Context: an optimization exercise on an open-source flow, tuned for a short achievable clock period and few clock cycles. The choices shown serve that exercise and are no tape-out recipe.
Function was checked by simulation only, so behaviour that the tests miss may differ from the original.

==> inputs of 11-19 <==
==> flow/design.v (excerpt) <==
module MIPS(input clk, rst,
	output [31:0] imem_addr, input [31:0] imem_data,
	output [31:0] dmem_addr, output [31:0] dmem_wdata, output dmem_we, input [31:0] dmem_rdata);
export LEC_CHECK = 0
export ABC_CLOCK_PERIOD_IN_PS = 1000
export CAP_MARGIN = 20
export CORE_MARGIN = 2
export CORE_UTILIZATION = 40
export SLEW_MARGIN = 20
export SYNTH_HIERARCHICAL = 1
create_clock -name core_clock -period 10.5 [get_ports {clk}]
standard.sh (not shown) runs the stock make flow with config.mk's settings and CLKGATE_MAP_FILE= SYNTH_SCRIPT=/design/flow/synth_recipe.tcl, a recipe that flattens the netlist after the stock synthesis.
==> flow/flow/run.sh <==
#!/bin/bash
# Layout flow: the standard flow (its synthesis unchanged), with
# repair_timing aiming for setup slack beyond the design's clock period and
# the port buffers made from buf cells that the resizer can size.
set -o pipefail
bash standard.sh SETUP_SLACK_MARGIN=7.3 "BUFFER_PORTS_ARGS=-buffer_cell sky130_fd_sc_hd__buf_8" finish > standard.log 2>&1
==> 05-12 (differences from 11-19) <==
--- a/flow/design.v
+++ b/flow/design.v
@@ -48,27 +48,38 @@
 	assign res = ({32{s_add}} & sum) | ({32{s_sub}} & dif) |
 	             ({32{s_and}} & (a & b)) | ({32{s_or}} & (a | b)) |
 	             ({32{s_xor}} & (a ^ b)) | {31'd0, s_slt & ~c} |
 	             ({32{s_link}} & link);
 endmodule
+module f_sel(input [5:0] op, input go, output sj, sr, so, plain);
+	wire jump = op == 6'd6 | op == 6'd8;
+	wire jr   = op == 6'd7;
+	assign sj = go & jump;
+	assign sr = go & ~jump & jr;
+	assign so = ~(sj | sr);
+	assign plain = ~jump & ~jr;
+endmodule
+module pc_mux(input sj, sr, so, input [31:0] jt, ras, base, output [31:0] q);
+	assign q = ({32{sj}} & jt) | ({32{sr}} & ras) | ({32{so}} & base);
+endmodule
 module MIPS(input clk, rst,
 	output [31:0] imem_addr, input [31:0] imem_data,
 	output [31:0] dmem_addr, output [31:0] dmem_wdata, output dmem_we, input [31:0] dmem_rdata);
 	localparam [5:0] OP_R = 6'd0, OP_ADDI = 6'd1, OP_SLTI = 6'd2, OP_LW = 6'd3, OP_SW = 6'd4,
 	                 OP_BEQ = 6'd5, OP_J = 6'd6, OP_JR = 6'd7, OP_JAL = 6'd8;
 	reg  [31:0] pc;
 	reg  [31:0] ras;               
 	reg  [31:0] regs [1:31];
 	reg  [3:0]  bt_v;
-	reg  [7:0]  bt_tag [0:3];
+	reg  [9:0]  bt_tag [0:3];
 	reg  [31:0] bt_tgt [0:3];
 	reg  [1:0]  bt_ctr [0:3];
+	reg  [1:0]  bt_rr;
 	reg         d_valid;
 	reg         d_bp;              
 	reg  [31:0] d_bpt;
-	reg  [1:0]  d_bidx;
-	reg  [7:0]  d_btag;
+	reg  [9:0]  d_btag;
 	reg  [31:0] d_ir, d_pc4, d_pred;
 	reg  [31:1] d_rsoh, d_rtoh;    
 	reg         x_valid;
 	reg  [4:0]  x_dst;
 	reg         x_we, x_lw, x_sw, x_beq, x_jr;
@@ -76,13 +87,13 @@
 	reg  [31:0] x_pc4, x_pred;
 	reg  [31:0] x_a, x_b, x_o;     
 	reg         x_rAdd, x_rSub, x_rAnd, x_rOr, x_rXor, x_rSlt, x_rLink;
 	reg         x_bany, x_bsame;   
 	reg         x_bp;
-	reg  [31:0] x_bpt, x_btarget;
-	reg  [1:0]  x_bidx;
-	reg  [7:0]  x_btag;
+	reg  [31:0] x_btarget;
+	reg         x_tgtok;           
+	reg  [9:0]  x_btag;
 	reg         m_we, m_lw;
 	reg  [4:0]  m_dst;
 	reg  [31:0] m_res;
 	reg  [31:0] m_addr, m_sdata;   
 	reg         m_sw;
@@ -90,11 +101,11 @@
 	alu u_alu (.a(x_a), .b(x_o), .link(x_pc4), .s_add(x_rAdd), .s_sub(x_rSub), .s_and(x_rAnd),
 		.s_or(x_rOr), .s_xor(x_rXor), .s_slt(x_rSlt), .s_link(x_rLink), .res(x_res), .sum(r_add));
 	wire        x_eq   = x_a == x_b;
 	wire        x_jrok = x_a == x_pred;
 	wire        x_taken = x_bany & (x_bsame | x_eq);
-	wire        x_bpok  = x_taken & (x_bpt == x_btarget);
+	wire        x_bpok  = x_taken & x_tgtok;
 	wire        xr = x_valid & ((x_bp & ~x_bpok) | (~x_bp & x_beq & x_eq) | (x_jr & ~x_jrok));
 	wire        xr_seq = x_bp & ~x_taken;
 	wire [31:0] xr_pc = ({32{x_jr}} & x_a) | ({32{~x_jr & xr_seq}} & x_pc4) |
 	                    ({32{~x_jr & ~xr_seq}} & x_btarget);
 	wire [31:0] m_wdata = ({32{m_lw}} & dmem_rdata) | ({32{~m_lw}} & m_res);
@@ -151,27 +162,32 @@
 	             ((d_uses_rs & d_rs == x_dst) | (d_uses_rt & d_rt == x_dst));
 	wire dr = d_valid & ~xr & d_bsame & ~d_bp;
 	wire [31:0] dr_pc;
 	br_target u_dbt (.pc4(d_pc4), .imm(d_imm), .t(dr_pc));
 	wire [5:0]  f_op   = imem_data[31:26];
-	wire        f_jump = f_op == OP_J | f_op == OP_JAL;
-	wire        f_isJr = f_op == OP_JR;
 	wire [31:0] f_pc4  = pc + 32'd4;
 	wire [31:0] f_jtarget = {f_pc4[31:28], imem_data[25:0], 2'b00};
 	wire        f_go = ~xr & ~dr & ~stall;
 	wire [31:0] early_pc = xr ? xr_pc : dr ? dr_pc : pc;
-	wire [1:0]  f_bidx = pc[3:2];
-	wire [7:0]  f_btag = pc[11:4];
-	wire        f_bhit = bt_v[f_bidx] & bt_tag[f_bidx] == f_btag & bt_ctr[f_bidx][1];
-	wire [31:0] f_bt   = bt_tgt[f_bidx];
-	wire s_e = ~f_go;
-	wire s_j = f_go & f_jump;
-	wire s_r = f_go & ~f_jump & f_isJr;
-	wire s_b = f_go & ~f_jump & ~f_isJr & f_bhit;
-	wire s_n = f_go & ~f_jump & ~f_isJr & ~f_bhit;
-	wire [31:0] f_next = ({32{s_e}} & early_pc) | ({32{s_j}} & f_jtarget) |
-	                     ({32{s_r}} & ras) | ({32{s_b}} & f_bt) | ({32{s_n}} & f_pc4);
+	wire [9:0]  f_btag = pc[11:2];
+	reg  [3:0]  f_bpv;
+	reg  [31:0] f_bt;
+	integer j;
+	always @(*) begin
+		f_bt = 32'd0;
+		for (j = 0; j < 4; j = j + 1) begin
+			f_bpv[j] = bt_v[j] & bt_tag[j] == f_btag & bt_ctr[j][1];
+			f_bt = f_bt | ({32{f_bpv[j]}} & bt_tgt[j]);
+		end
+	end
+	wire        f_bhit = |f_bpv;
+	wire [31:0] f_seq  = ({32{f_bhit}} & f_bt) | ({32{~f_bhit}} & f_pc4);
+	wire [31:0] f_base = ({32{f_go}} & f_seq) | ({32{~f_go}} & early_pc);
+	wire        s_j, s_r, s_o, f_plain;
+	f_sel  u_fsel (.op(f_op), .go(f_go), .sj(s_j), .sr(s_r), .so(s_o), .plain(f_plain));
+	wire [31:0] f_next;
+	pc_mux u_pcm (.sj(s_j), .sr(s_r), .so(s_o), .jt(f_jtarget), .ras(ras), .base(f_base), .q(f_next));
 	always @(posedge clk) begin
 		if (rst) pc <= 32'd0;
 		else     pc <= f_next;
 	end
 	always @(posedge clk) begin
@@ -184,18 +200,17 @@
 		else if (~stall)   d_valid <= 1'b1;
 		if (~stall) begin
 			d_ir   <= imem_data;
 			d_pc4  <= f_pc4;
 			d_pred <= ras;
-			d_bp   <= ~f_jump & ~f_isJr & f_bhit;
+			d_bp   <= f_plain & f_bhit;
 			d_bpt  <= f_bt;
-			d_bidx <= f_bidx;
 			d_btag <= f_btag;
-			for (k = 1; k < 32; k = k + 1) begin
-				d_rsoh[k] <= imem_data[25:21] == k[4:0];
-				d_rtoh[k] <= imem_data[20:16] == k[4:0];
-			end
+		end
+		for (k = 1; k < 32; k = k + 1) begin
+			d_rsoh[k] <= (stall ? d_rs : imem_data[25:21]) == k[4:0];
+			d_rtoh[k] <= (stall ? d_rt : imem_data[20:16]) == k[4:0];
 		end
 	end
 	always @(posedge clk) begin
 		x_valid <= d_valid & ~rst & ~xr & ~stall;
 		x_dst  <= d_dst;
@@ -217,13 +232,12 @@
 		x_rSlt <= (d_isR & d_func == 6'd5) | d_op == OP_SLTI;
 		x_rLink <= d_isJal;
 		x_bany <= d_isBeq;
 		x_bsame <= d_bsame;
 		x_bp   <= d_bp;
-		x_bpt  <= d_bpt;
+		x_tgtok <= d_bpt == dr_pc;
 		x_btarget <= dr_pc;
-		x_bidx <= d_bidx;
 		x_btag <= d_btag;
 		x_rAdd <= ~((d_isR & (d_func == 6'd1 | d_func == 6'd2 | d_func == 6'd3 | d_func == 6'd4 |
 		                      d_func == 6'd5)) | d_op == OP_SLTI | d_isJal);
 	end
 	always @(posedge clk) begin
@@ -233,26 +247,32 @@
 		m_res   <= x_res;
 		m_sw    <= x_sw & x_valid & ~rst;
 		m_addr  <= r_add;
 		m_sdata <= x_b;
 	end
-	wire x_bmatch = bt_v[x_bidx] & bt_tag[x_bidx] == x_btag;
+	reg  [3:0] x_bm;
 	integer e;
+	always @(*) for (e = 0; e < 4; e = e + 1) x_bm[e] = bt_v[e] & bt_tag[e] == x_btag;
 	always @(posedge clk) begin
 		if (rst) begin
-			bt_v <= 4'd0;
+			bt_v  <= 4'd0;
+			bt_rr <= 2'd0;
 		end else if (x_valid & x_bany) begin
-			if (x_taken) begin
-				bt_v[x_bidx]   <= 1'b1;
-				bt_tag[x_bidx] <= x_btag;
-				bt_tgt[x_bidx] <= x_btarget;
-				if (x_bmatch & (bt_tgt[x_bidx] == x_btarget))
-					bt_ctr[x_bidx] <= (bt_ctr[x_bidx] == 2'd3) ? 2'd3 : bt_ctr[x_bidx] + 2'd1;
-				else
-					bt_ctr[x_bidx] <= 2'd2;
-			end else if (x_bmatch) begin
-				bt_ctr[x_bidx] <= (bt_ctr[x_bidx] == 2'd0) ? 2'd0 : bt_ctr[x_bidx] - 2'd1;
+			if (x_bm == 4'd0) begin
+				if (x_taken) begin
+					bt_v[bt_rr]   <= 1'b1;
+					bt_tag[bt_rr] <= x_btag;
+					bt_tgt[bt_rr] <= x_btarget;
+					bt_ctr[bt_rr] <= 2'd2;
+					bt_rr <= bt_rr + 2'd1;
+				end
+			end else begin
+				for (e = 0; e < 4; e = e + 1) if (x_bm[e]) begin
+					bt_tgt[e] <= x_btarget;
+					if (x_taken) bt_ctr[e] <= (bt_ctr[e] == 2'd3) ? 2'd3 : bt_ctr[e] + 2'd1;
+					else         bt_ctr[e] <= (bt_ctr[e] == 2'd0) ? 2'd0 : bt_ctr[e] - 2'd1;
+				end
 			end
 		end
 	end
 	assign imem_addr  = pc;
 	assign dmem_addr  = m_addr;
==> qor.tcl <==
set qor(required_ns) 8.40
set qor(clkbuf_count) 253
set qor(mappedNetlistArea_um2) 82700
set qor(fin_worst_skew_ns) 0.0782
set qor(power_switching_uw) 6120
set qor(syn2layout_area_growth_pct) 21.1
set qor(crit_cells) 2
set qor(clk_latency_ns) 0.88
set qor(r2r.worst_path.cells) 15
set qor(routabilityCongestion) 1.04
set qor(min_delay_worst_endpoint) {x_bpt[27]}
set qor(setup.worst_path.class) {reg2out}
set qor(comb_power_share) 0.219
set qor(critical_path.cell_chain) {buf_16, buf_8}
set qor(p_total_uw) 19600
set qor(cpLargestDelayFamily) {flip-flops}
set qor(place_area_um2) 88200
set qor(status) {finished clean}
Source of the figures above: 11-19

==> qor.tcl <==
set qor(status) {finished clean}
set qor(cpLargestDelayFamily) {compound AO/OA/AOI/OAI gates}
set qor(setup.worst_path.class) {reg2reg}
set qor(routabilityCongestion) 1.00
set qor(mappedNetlistArea_um2) 82600
set qor(worst-endpoint-arrival_ns) 4.38
set qor(place_area_um2) 87700
set qor(crit_cells) 18
set qor(clk_latency_ns) 0.90
set qor(syn2layout_area_growth_pct) 20.5
set qor(r2r.worst_path.cells) 18
set qor(p_total_uw) 19200
set qor(required_ns) 11.23
set qor(comb_power_share) 0.211
Source of the figures above: 05-12

Testbench counts of 11-19, summed over its fixed seeds: cycles 70,701.
Testbench counts of 05-12, summed over its fixed seeds: cycles 70,391.

-- re-timing with driven ports --
No port has a modelled driver above. Below, the same layouts with a new extraction and two added sets of constraints.
Step 1 (the two cells are an assumption about what drives the block):
set clk [get_ports {clk}]
set_driving_cell -lib_cell sky130_fd_sc_hd__clkbuf_16 $clk
set_driving_cell -lib_cell sky130_fd_sc_hd__buf_2 [delete_from_list [all_inputs] $clk]
Step 2, shift: input delay + t, output delay - t, t = (earliest + latest rising clock arrival at the registers) / 2. This alone moves slack from input paths to output paths.
a / b / c = ideal / step 1 / step 2; a / b = the first two.
run	shift t [ns]	setup WS [ns]	worst setup path after step 2
11-19	0.930	6.923 / 6.830 / 6.395	input to register
05-12	0.944	6.853 / 6.834 / 6.447	input to register
After both steps every run listed still meets setup and hold. The setup slack of 11-19, which loses most, moves by -0.093 ns with the drivers and by -0.528 ns with both steps.
